This design comes from an exercise in tuning for small area, a short achievable clock period and few clock cycles on the open sky130 flow, not from production work. Function was checked by simulation only, so behaviour that the tests miss may differ from the original. Power is estimated from default activity; no workload was simulated.

**design/flow/run.sh**
```bash
#!/bin/bash
# synth_recipe.tcl (not shown) runs the flow's synth.tcl, then flattens the netlist and writes it again
# the make line also repeats each setting of config.mk as NAME=value (left out here)
make -C /OpenROAD-flow-scripts/flow DESIGN_CONFIG=/design/flow/config.mk WORK_HOME=/design/flow/orfs CLKGATE_MAP_FILE= SYNTH_SCRIPT=/design/flow/synth_recipe.tcl finish
```
**design/flow/config.mk**
```make
export PLATFORM = sky130hd
export DESIGN_NAME = nicore_mdu
export DESIGN_NICKNAME = nicore_mdu
export VERILOG_FILES = /design/flow/design.v
export SDC_FILE = /design/flow/constraint.sdc
export NUM_CORES = 4
export LEC_CHECK = 0
export CAP_MARGIN = 20
export CORE_MARGIN = 2
export CORE_UTILIZATION = 40
export SLEW_MARGIN = 20
```
**design/flow/constraint.sdc**
```tcl
create_clock -name core_clock -period 10.0 [get_ports {clock}]
set_input_delay 2.0000 -clock core_clock [delete_from_list [all_inputs] [get_ports {clock}]]
set_output_delay 2.0000 -clock core_clock [all_outputs]
set_load 0.01 [all_outputs]
```
**design/flow/design.v**
```verilog
module ysyx_22041812_Multiplier(
  input         clock,
  input         reset,
  input         io_mul_valid,
  input         io_flush,
  input         io_mulw,
  input  [1:0]  io_mul_op,
  input  [63:0] io_multilicand,
  input  [63:0] io_multiplier,
  output        io_out_valid,
  output [63:0] io_result
);
  reg [1:0] mul_state;  
  reg [63:0] multiplicand_reg;  
  reg [63:0] multiplier_reg;  
  reg [63:0] mid_result_0;  
  reg [63:0] mid_result_1;  
  reg [63:0] mid_result_2;  
  reg [63:0] mid_result_3;  
  reg  out_sign;  
  reg  out_high;  
  reg  is_w;  
  wire  _T = mul_state == 2'h1;  
  reg [4:0] index;  
  wire  wrap_wrap = index == 5'h1f;  
  wire [4:0] _wrap_value_T_1 = index + 5'h1;  
  wire [4:0] _GEN_0 = _T ? _wrap_value_T_1 : index;  
  wire  last = _T & wrap_wrap;  
  wire [31:0] src1_lo = io_multilicand[31:0];  
  wire [63:0] _src1_T_3 = {32'h0,src1_lo};  
  wire [63:0] src1 = io_mulw ? $signed(_src1_T_3) : $signed(io_multilicand);  
  wire [31:0] src2_lo = io_multiplier[31:0];  
  wire [63:0] _src2_T_3 = {32'h0,src2_lo};  
  wire [63:0] src2 = io_mulw ? $signed(_src2_T_3) : $signed(io_multiplier);  
  wire  src1_sign = io_mulw ? src1[31] : src1[63];  
  wire  src2_sign = io_mulw ? src1[31] : src2[63];  
  wire  _T_5 = io_mul_valid & ~io_flush;  
  wire  _T_7 = io_mul_op == 2'h0;  
  wire [63:0] _multiplicand_reg_T = io_mulw ? $signed(_src1_T_3) : $signed(io_multilicand);  
  wire [63:0] _multiplier_reg_T = io_mulw ? $signed(_src2_T_3) : $signed(io_multiplier);  
  wire [63:0] _multiplicand_reg_T_4 = 64'sh0 - $signed(src1);  
  wire [63:0] _multiplicand_reg_T_6 = $signed(src1) < 64'sh0 ? $signed(_multiplicand_reg_T_4) : $signed(src1);  
  wire [63:0] _multiplier_reg_T_4 = 64'sh0 - $signed(src2);  
  wire [63:0] _multiplier_reg_T_6 = $signed(src2) < 64'sh0 ? $signed(_multiplier_reg_T_4) : $signed(src2);  
  wire  _GEN_8 = io_mul_op == 2'h2 ? 1'h0 : src1_sign;  
  wire [63:0] _GEN_10 = io_mul_op == 2'h2 ? _multiplicand_reg_T : _multiplicand_reg_T_6;  
  wire [63:0] _GEN_11 = io_mul_op == 2'h2 ? _multiplier_reg_T : _multiplier_reg_T;  
  wire [1:0] _GEN_20 = last ? 2'h2 : 2'h1;  
  wire [62:0] _GEN_1 = {{31'd0}, multiplicand_reg[31:0]};  
  wire [62:0] _mid_result_0_T_2 = _GEN_1 << index;  
  wire [63:0] _mid_result_0_T_3 = multiplier_reg[0] ? {{1'd0}, _mid_result_0_T_2} : 64'h0;  
  wire [63:0] _mid_result_0_T_5 = mid_result_0 + _mid_result_0_T_3;  
  wire [63:0] _mid_result_1_T_3 = multiplier_reg[32] ? {{1'd0}, _mid_result_0_T_2} : 64'h0;  
  wire [63:0] _mid_result_1_T_5 = mid_result_1 + _mid_result_1_T_3;  
  wire [62:0] _GEN_2 = {{31'd0}, multiplicand_reg[63:32]};  
  wire [62:0] _mid_result_2_T_2 = _GEN_2 << index;  
  wire [63:0] _mid_result_2_T_3 = multiplier_reg[0] ? {{1'd0}, _mid_result_2_T_2} : 64'h0;  
  wire [63:0] _mid_result_2_T_5 = mid_result_2 + _mid_result_2_T_3;  
  wire [63:0] _mid_result_3_T_3 = multiplier_reg[32] ? {{1'd0}, _mid_result_2_T_2} : 64'h0;  
  wire [63:0] _mid_result_3_T_5 = mid_result_3 + _mid_result_3_T_3;  
  wire [63:0] _multiplier_reg_T_11 = {1'h0,multiplier_reg[63:33],1'h0,multiplier_reg[31:1]};  
  wire [127:0] _result_u_T = {mid_result_3, 64'h0};  
  wire [95:0] _result_u_T_1 = {mid_result_2, 32'h0};  
  wire [127:0] _GEN_52 = {{32'd0}, _result_u_T_1};  
  wire [127:0] _result_u_T_3 = _result_u_T + _GEN_52;  
  wire [95:0] _result_u_T_4 = {mid_result_1, 32'h0};  
  wire [127:0] _GEN_53 = {{32'd0}, _result_u_T_4};  
  wire [127:0] _result_u_T_6 = _result_u_T_3 + _GEN_53;  
  wire [127:0] _GEN_54 = {{64'd0}, mid_result_0};  
  wire [127:0] _result_u_T_8 = _result_u_T_6 + _GEN_54;  
  wire [127:0] _GEN_24 = 2'h2 == mul_state ? _result_u_T_8 : 128'h0;  
  wire [127:0] _GEN_34 = 2'h1 == mul_state ? 128'h0 : _GEN_24;  
  wire [127:0] _result_s_T = 2'h0 == mul_state ? 128'h0 : _GEN_34;  
  wire [127:0] _result_s_T_3 = 128'sh0 - $signed(_result_s_T);  
  wire [127:0] _result_s_T_5 = out_sign ? $signed(_result_s_T_3) : $signed(_result_s_T);  
  wire [127:0] _GEN_25 = 2'h2 == mul_state ? $signed(_result_s_T_5) : $signed(128'sh0);  
  wire [127:0] _GEN_35 = 2'h1 == mul_state ? $signed(128'sh0) : $signed(_GEN_25);  
  wire [127:0] result_s = 2'h0 == mul_state ? $signed(128'sh0) : $signed(_GEN_35);  
  wire [31:0] _io_result_T_1 = result_s[63:32];  
  wire [31:0] _io_result_T_3 = result_s[31:0];  
  wire [31:0] _io_result_T_4 = out_high ? $signed(_io_result_T_1) : $signed(_io_result_T_3);  
  wire [63:0] _io_result_T_6 = result_s[127:64];  
  wire [63:0] _io_result_T_8 = result_s[63:0];  
  wire [63:0] _io_result_T_9 = out_high ? $signed(_io_result_T_6) : $signed(_io_result_T_8);  
  wire [63:0] _io_result_T_10 = is_w ? $signed({{32{_io_result_T_4[31]}},_io_result_T_4}) : $signed(_io_result_T_9);  
  wire [63:0] _GEN_26 = 2'h2 == mul_state ? $signed(_io_result_T_10) : $signed(64'sh0);  
  wire  _GEN_33 = 2'h1 == mul_state ? 1'h0 : 2'h2 == mul_state;  
  wire [63:0] _GEN_36 = 2'h1 == mul_state ? $signed(64'sh0) : $signed(_GEN_26);  
  assign io_out_valid = 2'h0 == mul_state ? 1'h0 : _GEN_33;  
  assign io_result = 2'h0 == mul_state ? $signed(64'sh0) : $signed(_GEN_36);  
  always @(posedge clock) begin
    if (reset) begin  
      mul_state <= 2'h0;  
    end else if (2'h0 == mul_state) begin  
      mul_state <= {{1'd0}, _T_5};
    end else if (2'h1 == mul_state) begin  
      if (io_flush) begin  
        mul_state <= 2'h0;  
      end else begin
        mul_state <= _GEN_20;
      end
    end else begin
      mul_state <= 2'h0;
    end
    if (reset) begin  
      multiplicand_reg <= 64'h0;  
    end else if (2'h0 == mul_state) begin  
      if (_T_7) begin  
        multiplicand_reg <= _multiplicand_reg_T;  
      end else if (io_mul_op == 2'h1) begin  
        multiplicand_reg <= _multiplicand_reg_T_6;  
      end else begin
        multiplicand_reg <= _GEN_10;
      end
    end
    if (reset) begin  
      multiplier_reg <= 64'h0;  
    end else if (2'h0 == mul_state) begin  
      if (_T_7) begin  
        multiplier_reg <= _multiplier_reg_T;  
      end else if (io_mul_op == 2'h1) begin  
        multiplier_reg <= _multiplier_reg_T_6;  
      end else begin
        multiplier_reg <= _GEN_11;
      end
    end else if (2'h1 == mul_state) begin  
      multiplier_reg <= _multiplier_reg_T_11;  
    end
    if (reset) begin  
      mid_result_0 <= 64'h0;  
    end else if (2'h0 == mul_state) begin  
      if (io_mul_valid & ~io_flush) begin  
        mid_result_0 <= 64'h0;  
      end
    end else if (2'h1 == mul_state) begin  
      mid_result_0 <= _mid_result_0_T_5;  
    end
    if (reset) begin  
      mid_result_1 <= 64'h0;  
    end else if (2'h0 == mul_state) begin  
      if (io_mul_valid & ~io_flush) begin  
        mid_result_1 <= 64'h0;  
      end
    end else if (2'h1 == mul_state) begin  
      mid_result_1 <= _mid_result_1_T_5;  
    end
    if (reset) begin  
      mid_result_2 <= 64'h0;  
    end else if (2'h0 == mul_state) begin  
      if (io_mul_valid & ~io_flush) begin  
        mid_result_2 <= 64'h0;  
      end
    end else if (2'h1 == mul_state) begin  
      mid_result_2 <= _mid_result_2_T_5;  
    end
    if (reset) begin  
      mid_result_3 <= 64'h0;  
    end else if (2'h0 == mul_state) begin  
      if (io_mul_valid & ~io_flush) begin  
        mid_result_3 <= 64'h0;  
      end
    end else if (2'h1 == mul_state) begin  
      mid_result_3 <= _mid_result_3_T_5;  
    end
    if (reset) begin  
      out_sign <= 1'h0;  
    end else if (2'h0 == mul_state) begin  
      if (_T_7) begin  
        out_sign <= 1'h0;  
      end else if (io_mul_op == 2'h1) begin  
        out_sign <= src1_sign ^ src2_sign;  
      end else begin
        out_sign <= _GEN_8;
      end
    end
    if (reset) begin  
      out_high <= 1'h0;  
    end else if (2'h0 == mul_state) begin  
      if (_T_7) begin  
        out_high <= 1'h0;  
      end else begin
        out_high <= 1'h1;
      end
    end
    if (reset) begin  
      is_w <= 1'h0;  
    end else if (2'h0 == mul_state) begin  
      is_w <= io_mulw;  
    end
    if (reset) begin  
      index <= 5'h0;  
    end else if (2'h0 == mul_state) begin  
      if (io_mul_valid & ~io_flush) begin  
        index <= 5'h0;  
      end else begin
        index <= _GEN_0;
      end
    end else begin
      index <= _GEN_0;
    end
  end
endmodule
module ysyx_22041812_Divider(
  input         clock,
  input         reset,
  input  [63:0] io_dividend,
  input  [63:0] io_divisor,
  input         io_div_valid,
  input         io_divw,
  input         io_div_signed,
  input         io_flush,
  output        io_out_valid,
  output [63:0] io_quotient,
  output [63:0] io_remainder
);
  reg [127:0] dividend;  
  reg [127:0] divisor;  
  reg [63:0] result;  
  reg  sign_a;  
  reg  sign_b;  
  reg [1:0] div_state;  
  reg  is_w;  
  reg  is_sign;  
  wire  _counter_enable_T = div_state == 2'h1;  
  wire  _counter_enable_T_1 = ~is_w;  
  wire  counter_enable = div_state == 2'h1 & ~is_w;  
  wire  w_counter_enable = _counter_enable_T & is_w;  
  reg [6:0] index;  
  wire  wrap_wrap = index == 7'h40;  
  wire [6:0] _wrap_value_T_1 = index + 7'h1;  
  wire [6:0] _GEN_0 = wrap_wrap ? 7'h0 : _wrap_value_T_1;  
  wire [6:0] _GEN_1 = counter_enable ? _GEN_0 : index;  
  wire  last_calc = counter_enable & wrap_wrap;  
  reg [5:0] windex;  
  wire  wrap_wrap_1 = windex == 6'h20;  
  wire [5:0] _wrap_value_T_3 = windex + 6'h1;  
  wire [5:0] _GEN_3 = wrap_wrap_1 ? 6'h0 : _wrap_value_T_3;  
  wire [5:0] _GEN_4 = w_counter_enable ? _GEN_3 : windex;  
  wire  w_last_calc = w_counter_enable & wrap_wrap_1;  
  wire  _T_4 = io_div_valid & ~io_flush;  
  wire [31:0] _dividend_T_1 = io_dividend[31:0];  
  wire [31:0] _dividend_T_5 = 32'sh0 - $signed(_dividend_T_1);  
  wire [31:0] _dividend_T_7 = $signed(_dividend_T_1) < 32'sh0 ? $signed(_dividend_T_5) : $signed(_dividend_T_1);  
  wire [127:0] _dividend_T_8 = {96'h0,_dividend_T_7};  
  wire [63:0] _dividend_T_12 = 64'sh0 - $signed(io_dividend);  
  wire [63:0] _dividend_T_14 = $signed(io_dividend) < 64'sh0 ? $signed(_dividend_T_12) : $signed(io_dividend);  
  wire [127:0] _dividend_T_15 = {64'h0,_dividend_T_14};  
  wire [127:0] _dividend_T_16 = io_divw ? _dividend_T_8 : _dividend_T_15;  
  wire [31:0] _divisor_T_1 = io_divisor[31:0];  
  wire [31:0] _divisor_T_5 = 32'sh0 - $signed(_divisor_T_1);  
  wire [31:0] _divisor_T_7 = $signed(_divisor_T_1) < 32'sh0 ? $signed(_divisor_T_5) : $signed(_divisor_T_1);  
  wire [127:0] _divisor_T_8 = {64'h0,_divisor_T_7,32'h0};  
  wire [63:0] _divisor_T_12 = 64'sh0 - $signed(io_divisor);  
  wire [63:0] _divisor_T_14 = $signed(io_divisor) < 64'sh0 ? $signed(_divisor_T_12) : $signed(io_divisor);  
  wire [127:0] _divisor_T_15 = {_divisor_T_14,64'h0};  
  wire [127:0] _divisor_T_16 = io_divw ? _divisor_T_8 : _divisor_T_15;  
  wire [127:0] _dividend_T_18 = {96'h0,io_dividend[31:0]};  
  wire [127:0] _dividend_T_20 = {64'h0,io_dividend};  
  wire [127:0] _dividend_T_21 = io_divw ? _dividend_T_18 : _dividend_T_20;  
  wire [127:0] _divisor_T_18 = {64'h0,io_divisor[31:0],32'h0};  
  wire [127:0] _divisor_T_20 = {io_divisor,64'h0};  
  wire [127:0] _divisor_T_21 = io_divw ? _divisor_T_18 : _divisor_T_20;  
  wire [63:0] _GEN_9 = io_div_valid & ~io_flush ? 64'h0 : result;  
  wire [1:0] _GEN_18 = w_last_calc | last_calc ? 2'h2 : 2'h1;  
  wire [127:0] _mid64_result_T_1 = dividend - divisor;  
  wire [63:0] _GEN_22 = is_w ? _mid64_result_T_1[63:0] : 64'h0;  
  wire [63:0] _GEN_39 = 2'h1 == div_state ? _GEN_22 : 64'h0;  
  wire [63:0] mid64_result = 2'h0 == div_state ? 64'h0 : _GEN_39;  
  wire [127:0] _dividend_T_22 = {64'h0,mid64_result};  
  wire [64:0] _result_T = {result, 1'h0};  
  wire [64:0] _result_T_1 = _result_T | 65'h1;  
  wire [127:0] _GEN_20 = ~mid64_result[63] ? _dividend_T_22 : dividend;  
  wire [64:0] _GEN_21 = ~mid64_result[63] ? _result_T_1 : _result_T;  
  wire [63:0] _divisor_T_23 = {{1'd0}, divisor[63:1]};  
  wire [127:0] _divisor_T_24 = {64'h0,_divisor_T_23};  
  wire [127:0] _GEN_23 = is_w ? _GEN_20 : dividend;  
  wire [64:0] _GEN_24 = is_w ? _GEN_21 : {{1'd0}, result};  
  wire [127:0] _GEN_25 = is_w ? _divisor_T_24 : divisor;  
  wire [127:0] _GEN_28 = _counter_enable_T_1 ? _mid64_result_T_1 : 128'h0;  
  wire [127:0] _GEN_43 = 2'h1 == div_state ? _GEN_28 : 128'h0;  
  wire [127:0] mid128_result = 2'h0 == div_state ? 128'h0 : _GEN_43;  
  wire [127:0] _GEN_26 = ~mid128_result[127] ? mid128_result : _GEN_23;  
  wire [64:0] _GEN_27 = ~mid128_result[127] ? _result_T_1 : _result_T;  
  wire [127:0] _divisor_T_25 = {{1'd0}, divisor[127:1]};  
  wire [64:0] _GEN_30 = _counter_enable_T_1 ? _GEN_27 : _GEN_24;  
  wire [63:0] _io_quotient_T_2 = 64'h0 - result;  
  wire [63:0] _io_quotient_T_5 = sign_a ^ sign_b ? _io_quotient_T_2 : result;  
  wire [127:0] _io_remainder_T_5 = 128'h0 - dividend;  
  wire [127:0] _io_remainder_T_6 = sign_a & sign_b | sign_a & ~sign_b ? _io_remainder_T_5 : dividend;  
  wire [63:0] _io_remainder_T_8 = _io_remainder_T_6[63:0];  
  wire [63:0] _io_remainder_T_10 = dividend[63:0];  
  wire [63:0] _GEN_32 = is_sign ? $signed(_io_quotient_T_5) : $signed(result);  
  wire [63:0] _GEN_33 = is_sign ? $signed(_io_remainder_T_8) : $signed(_io_remainder_T_10);  
  wire [63:0] _GEN_35 = 2'h2 == div_state ? $signed(_GEN_32) : $signed(64'sh0);  
  wire [63:0] _GEN_36 = 2'h2 == div_state ? $signed(_GEN_33) : $signed(64'sh0);  
  wire [64:0] _GEN_41 = 2'h1 == div_state ? _GEN_30 : {{1'd0}, result};  
  wire  _GEN_44 = 2'h1 == div_state ? 1'h0 : 2'h2 == div_state;  
  wire [63:0] _GEN_45 = 2'h1 == div_state ? $signed(64'sh0) : $signed(_GEN_35);  
  wire [63:0] _GEN_46 = 2'h1 == div_state ? $signed(64'sh0) : $signed(_GEN_36);  
  wire [64:0] _GEN_48 = 2'h0 == div_state ? {{1'd0}, _GEN_9} : _GEN_41;  
  wire [64:0] _GEN_64 = reset ? 65'h0 : _GEN_48;  
  assign io_out_valid = 2'h0 == div_state ? 1'h0 : _GEN_44;  
  assign io_quotient = 2'h0 == div_state ? $signed(64'sh0) : $signed(_GEN_45);  
  assign io_remainder = 2'h0 == div_state ? $signed(64'sh0) : $signed(_GEN_46);  
  always @(posedge clock) begin
    if (reset) begin  
      dividend <= 128'h0;  
    end else if (2'h0 == div_state) begin  
      if (io_div_valid & ~io_flush) begin  
        if (io_div_signed) begin  
          dividend <= _dividend_T_16;  
        end else begin
          dividend <= _dividend_T_21;  
        end
      end
    end else if (2'h1 == div_state) begin  
      if (_counter_enable_T_1) begin  
        dividend <= _GEN_26;
      end else begin
        dividend <= _GEN_23;
      end
    end
    if (reset) begin  
      divisor <= 128'h0;  
    end else if (2'h0 == div_state) begin  
      if (io_div_valid & ~io_flush) begin  
        if (io_div_signed) begin  
          divisor <= _divisor_T_16;  
        end else begin
          divisor <= _divisor_T_21;  
        end
      end
    end else if (2'h1 == div_state) begin  
      if (_counter_enable_T_1) begin  
        divisor <= _divisor_T_25;  
      end else begin
        divisor <= _GEN_25;
      end
    end
    result <= _GEN_64[63:0];  
    if (reset) begin  
      sign_a <= 1'h0;  
    end else if (2'h0 == div_state) begin  
      if (io_div_valid & ~io_flush) begin  
        if (io_divw) begin  
          sign_a <= io_dividend[31];
        end else begin
          sign_a <= io_dividend[63];
        end
      end
    end
    if (reset) begin  
      sign_b <= 1'h0;  
    end else if (2'h0 == div_state) begin  
      if (io_div_valid & ~io_flush) begin  
        if (io_divw) begin  
          sign_b <= io_divisor[31];
        end else begin
          sign_b <= io_divisor[63];
        end
      end
    end
    if (reset) begin  
      div_state <= 2'h0;  
    end else if (2'h0 == div_state) begin  
      div_state <= {{1'd0}, _T_4};
    end else if (2'h1 == div_state) begin  
      if (io_flush) begin  
        div_state <= 2'h0;  
      end else begin
        div_state <= _GEN_18;
      end
    end else begin
      div_state <= 2'h0;
    end
    if (reset) begin  
      is_w <= 1'h0;  
    end else if (2'h0 == div_state) begin  
      if (io_div_valid & ~io_flush) begin  
        is_w <= io_divw;  
      end
    end
    if (reset) begin  
      is_sign <= 1'h0;  
    end else if (2'h0 == div_state) begin  
      if (io_div_valid & ~io_flush) begin  
        is_sign <= io_div_signed;  
      end
    end
    if (reset) begin  
      index <= 7'h0;  
    end else if (2'h0 == div_state) begin  
      if (io_div_valid & ~io_flush) begin  
        index <= 7'h0;  
      end else begin
        index <= _GEN_1;
      end
    end else begin
      index <= _GEN_1;
    end
    if (reset) begin  
      windex <= 6'h0;  
    end else if (2'h0 == div_state) begin  
      if (io_div_valid & ~io_flush) begin  
        windex <= 6'h0;  
      end else begin
        windex <= _GEN_4;
      end
    end else begin
      windex <= _GEN_4;
    end
  end
endmodule
module nicore_mdu(
  input         clock,
  input         reset,
  input         flush,
  input         mul_valid,
  input         mulw,
  input  [1:0]  mul_op,
  input  [63:0] multiplicand,
  input  [63:0] multiplier,
  output        mul_out_valid,
  output [63:0] mul_result,
  input         div_valid,
  input         divw,
  input         div_signed,
  input  [63:0] dividend,
  input  [63:0] divisor,
  output        div_out_valid,
  output [63:0] quotient,
  output [63:0] remainder
);
  ysyx_22041812_Multiplier multiplier_unit (
    .clock(clock),
    .reset(reset),
    .io_mul_valid(mul_valid),
    .io_flush(flush),
    .io_mulw(mulw),
    .io_mul_op(mul_op),
    .io_multilicand(multiplicand),
    .io_multiplier(multiplier),
    .io_out_valid(mul_out_valid),
    .io_result(mul_result)
  );
  ysyx_22041812_Divider divider_unit (
    .clock(clock),
    .reset(reset),
    .io_dividend(dividend),
    .io_divisor(divisor),
    .io_div_valid(div_valid),
    .io_divw(divw),
    .io_div_signed(div_signed),
    .io_flush(flush),
    .io_out_valid(div_out_valid),
    .io_quotient(quotient),
    .io_remainder(remainder)
  );
endmodule
```
==> results_dict.tcl <==
set metrics [dict create \
    status "timing/DRC/antenna clean" \
    grt_pass1_vias 73700 \
    drv_slew 0 \
    detail-route-antenna-nets 0 \
    met2_length_um 139800 \
    clkTransAtPathRegs_ns 0.06 \
    critPathKind "reg -> out" \
    mostFrequentLayoutCells "nor2_1, a21oi_1, nand2_1" \
    r2r_cells 20 \
    dieArea_um2 189000 \
    drive_gt1_share_pct 5.289 \
    cts.sinks 733 \
    syn_area_um2 74230 \
    routed_wl_um 313700 \
    fin_hold_ws_ns 0.4616 \
    clock.fmax_mhz 104.1 \
    grt_max_degree 199 \
    dp_hpwl_um 246500 \
    critPathMaxStageDelay_ns 0.68 \
    regToRegStartpoint "multiplier_unit.index[0]" \
    met3_length_um 20500 \
    die-width_um 434.8 \
    relSlewSlack_pct 7.692 \
    viasPerCell 6.111 \
    ys_seq_area_share_pct 19.77 \
    dr.max_layer_used "met4" \
    path_cells "fa_1 > ha_1 > fa_1 > a211o_1 > o2111ai_1 > a211oi_2 > o21a_1 > a221oi_2 > mux2i_1 > nand2_1 > nand4b_4 > or3_4 > or3_4 > or4b_4 > or3_4 > o311a_1 > a211oi_2 > clkdlybuf4s50_1" \
    async_reset_ff_share_pct 0 \
    post-route-period-util_pct 96.04 \
    p_per_area_nw_per_um2 110.6 \
    yosys.cell_types.count 111 \
    syn_area_per_cell_um2 7.184 \
    p_int_w 0.006111 \
    met1_length_um 134800 \
    fin_nets 11150 \
    max_cap_viol_count 0 \
    drcViolationCount 0 \
    crit_slowest_cell "or4b_4" \
    finalHoldViolations 0 \
    power_frac_seq_pct 33.9 \
    cts_buffer_depth 3 \
    drt_first_pass_iters 9 \
    cpLargestDelayFamily "simple AND/OR/NAND/NOR gates" \
    cts_tree "built" \
    place_congestion 1.010 \
    p_clk_share_pct 40.7 \
    dp.cells 12740 \
    rsz0062_at_grt "yes" \
    syn_nets 11130 \
    holdCritStartpoint "divider_unit.divisor[16]" \
    mostFrequentLayoutCell "nor2_1" \
    finalClockSkew_ns 0.05335 \
    start_util_pct 40.16 \
    whs_path_depth 2 \
    grt_usage_pct 31.48 \
    io_buffers 459 \
    ios 460 \
    h-tree-depth 3 \
    switching_share_pct 34.21 \
    grt_pass1_wl_um 465200 \
    ys.flop_type "dfxtp_1" \
    startpoint_type "flip-flop" \
    startpoint "multiplier_unit.mid_result_1[1]" \
    worstMarginPinSlew_ns 1.346 \
    crit_required_ns 8.00 \
    drtIter0Drc 7807 \
    yosysWarningCount 2 \
    finalCriticalPeriod_ns 9.604 \
    path_buf_inv 1 \
    fin_util_pct 45.44 \
    die_h_um 434.8 \
    cp-end-kind "output port" \
    r2r-end "multiplier_unit.mid_result_3[62]" \
    gr-total-overflow 0 \
    finalSetupTns_ns 0 \
    numCtsBuffers 93 \
    post_cts_resized 0 \
    p_comb_share_pct 25.4 \
    leakage_nw 33.49 \
    worstHoldPathType "reg -> reg" \
    holdBufCountCts 0 \
    finalPower_w 0.009288 \
    synth_edf_count 0 \
    crit_top_cell "or3_4" \
    fin_cells 12930 \
    whs_endpoint "divider_unit.divisor[15]" \
    core_um2 184800 \
    wl_per_cell_um 24.26 \
    syn_to_final_growth_pct 13.14 \
    antenna_found_initial 6 \
    cp_data_arrival_time_ns 7.60 \
    reg_top3 "divider_unit.dividend (128), divider_unit.divisor (128)" \
    root_buffer "clkbuf_16" \
    p_switching_w 0.003177 \
    cts_setup_buffers 0 \
    ir_drop_uv 125.7 \
    fp-row-count 158 \
    r2r_setup_slack_ns 1.71 \
    vias 79010 \
    insertion_delay_ns 0.75 \
    critPathMaxFanout 15 \
    final-setup-viol-count 0 \
    ys_seq_elements 733 \
    synth_cells 10330 \
]
==> worst reg2reg max path, stage by stage, from the launching register on <==
cell	delay, ns
dfxtp_4	0.88
mux2i_1	0.83
inv_1	0.18
o21ai_0	0.28
nor2_1	0.07
a21oi_1	0.84
nor2_1	0.41
ha_1	0.54
o21ai_0	0.12
nand2b_1	0.08
o31a_1	0.28
a211oi_1	0.22
o21ai_0	0.79
a311o_1	0.44
nand3_1	0.16
a2111oi_0	0.72
o211ai_1	0.33
o31ai_1	0.44
a21oi_1	0.15
nor4b_1	0.32
a211o_1	0.14
==> synthesized netlist by cell type, drive strengths merged, types with 30 or more instances <==
cell type | n | area share [%]
o211ai | 52 | 0.54
ha | 458 | 7.7
a21o | 288 | 2.9
mux2 | 69 | 1.0
or2 | 52 | 0.44
or4 | 57 | 0.58
nand2b | 96 | 0.81
o41ai | 49 | 0.62
a31oi | 74 | 0.62
inv | 320 | 1.6
a211oi | 243 | 2.5
a21oi | 1018 | 6.9
nor3 | 195 | 1.3
a22oi | 215 | 2.2
xnor2 | 481 | 5.7
o31ai | 129 | 1.3
buf | 84 | 0.51
clkbuf | 567 | 2.9
o21ai | 699 | 4.7
xor2 | 391 | 4.6
mux2i | 113 | 1.5
and2 | 70 | 0.59
mux4 | 32 | 0.97
nand2 | 979 | 5.0
dfxtp | 733 | 20
a221oi | 142 | 1.7
nor2 | 1378 | 7.0
nor2b | 83 | 0.70
or3 | 98 | 0.85
and3 | 68 | 0.58
o22ai | 30 | 0.25
fa | 70 | 1.9
o21bai | 82 | 0.83
o21a | 70 | 0.72
nand3 | 250 | 1.7
nor4 | 90 | 0.82
nand4 | 148 | 1.2
==> cell type report <==
cell class / instances / area (um2)
clock inverters: 46 / 732.0
diodes: 12 / 30.03
clock buffers: 129 / 2664
well taps: 2480 / 3103
multi-input cells: 8629 / 56010
repair buffers: 580 / 5545
flip-flops and latches: 733 / 14700
inverters: 320 / 1204
fillers: 18800 / 100900
==> per-stage QoR <==
step                cell area (um2)  setup WS, ns
global route                  83970      -0.06086
global placement              80490        0.9411
CTS                           83890       0.08534
finish                        83980        0.3964
detailed placement            80490        0.9268
floorplan                     74230         1.072
==> power by group through the flow <==
stage | sequential [W] | clock [W] | combinational [W]
floorplan | 0.00316 | 0 | 0.00152
global placement | 0.00321 | 0 | 0.00228
detailed placement | 0.00321 | 0 | 0.00229
CTS | 0.00315 | 0.00384 | 0.00230
global route | 0.00316 | 0.00395 | 0.00253
finish | 0.00315 | 0.00378 | 0.00236
==> worst max path at each step <==
stage | to | slack [ns] | depth (start not counted)
2_1_floorplan | mul_result[60] | 1.07 | 28
3_3_place_gp | mul_result[60] | 0.94 | 18
3_5_place_dp | mul_result[60] | 0.93 | 18
4_1_cts | mul_result[60] | 0.09 | 18
5_1_grt | mul_result[56] | -0.06 | 18
6_report | mul_result[60] | 0.40 | 18
==> cells by family (layout without fill, tap and decap cells) <==
family | count (synthesis) | after routing | share of synthesized area, %
and+or+nand+nor | 3642 | 3642 | 22.50
AOI/OAI and AO/OA | 3373 | 3373 | 29.29
muxes | 214 | 214 | 3.541
adders and majority gates | 528 | 528 | 9.608
xor gates and xnor gates | 872 | 872 | 10.29
buffers and inverters | 971 | 1075 | 4.998
DFF | 733 | 733 | 19.77
other | 0 | 12 | 0
==> metal layers <==
layer,vias to the layer above,GRT usage [%]
met4,0,16.82
met3,594,3.537
met2,3149,50.24
li1,37520,-
met5,-,0
met1,37750,41.52
Testbench counts, summed over its fixed seeds: cycles 106,704.

==> port drivers added, routing unchanged <==
How much do the figures lean on ideal ports? The routed layout below was timed once more, with nothing changed but the port constraints. Step 1: set_driving_cell puts a clkbuf_16 on clock and a buf_2 on each other input, an assumption about the parent block. Step 2 moves the port delays by t, midway between the first and last clock arrival at a register: inputs arrive t later, outputs are due t later. That takes back most of the time a late clock gives input paths. a / b / c = ideal ports / drivers / drivers and shift; a / b = the first two.
t (ns): 0.824
setup WS [ns]: 0.396 / 0.303 / 1.126
clock arrival spread, ns: 0.076 / 0.075
slew at the worst register clock pin (ns): 0.07 / 0.07
After both steps this run still meets setup and hold. For this run, drivers alone change the setup slack by -0.093 ns; drivers and shift together by +0.730 ns.
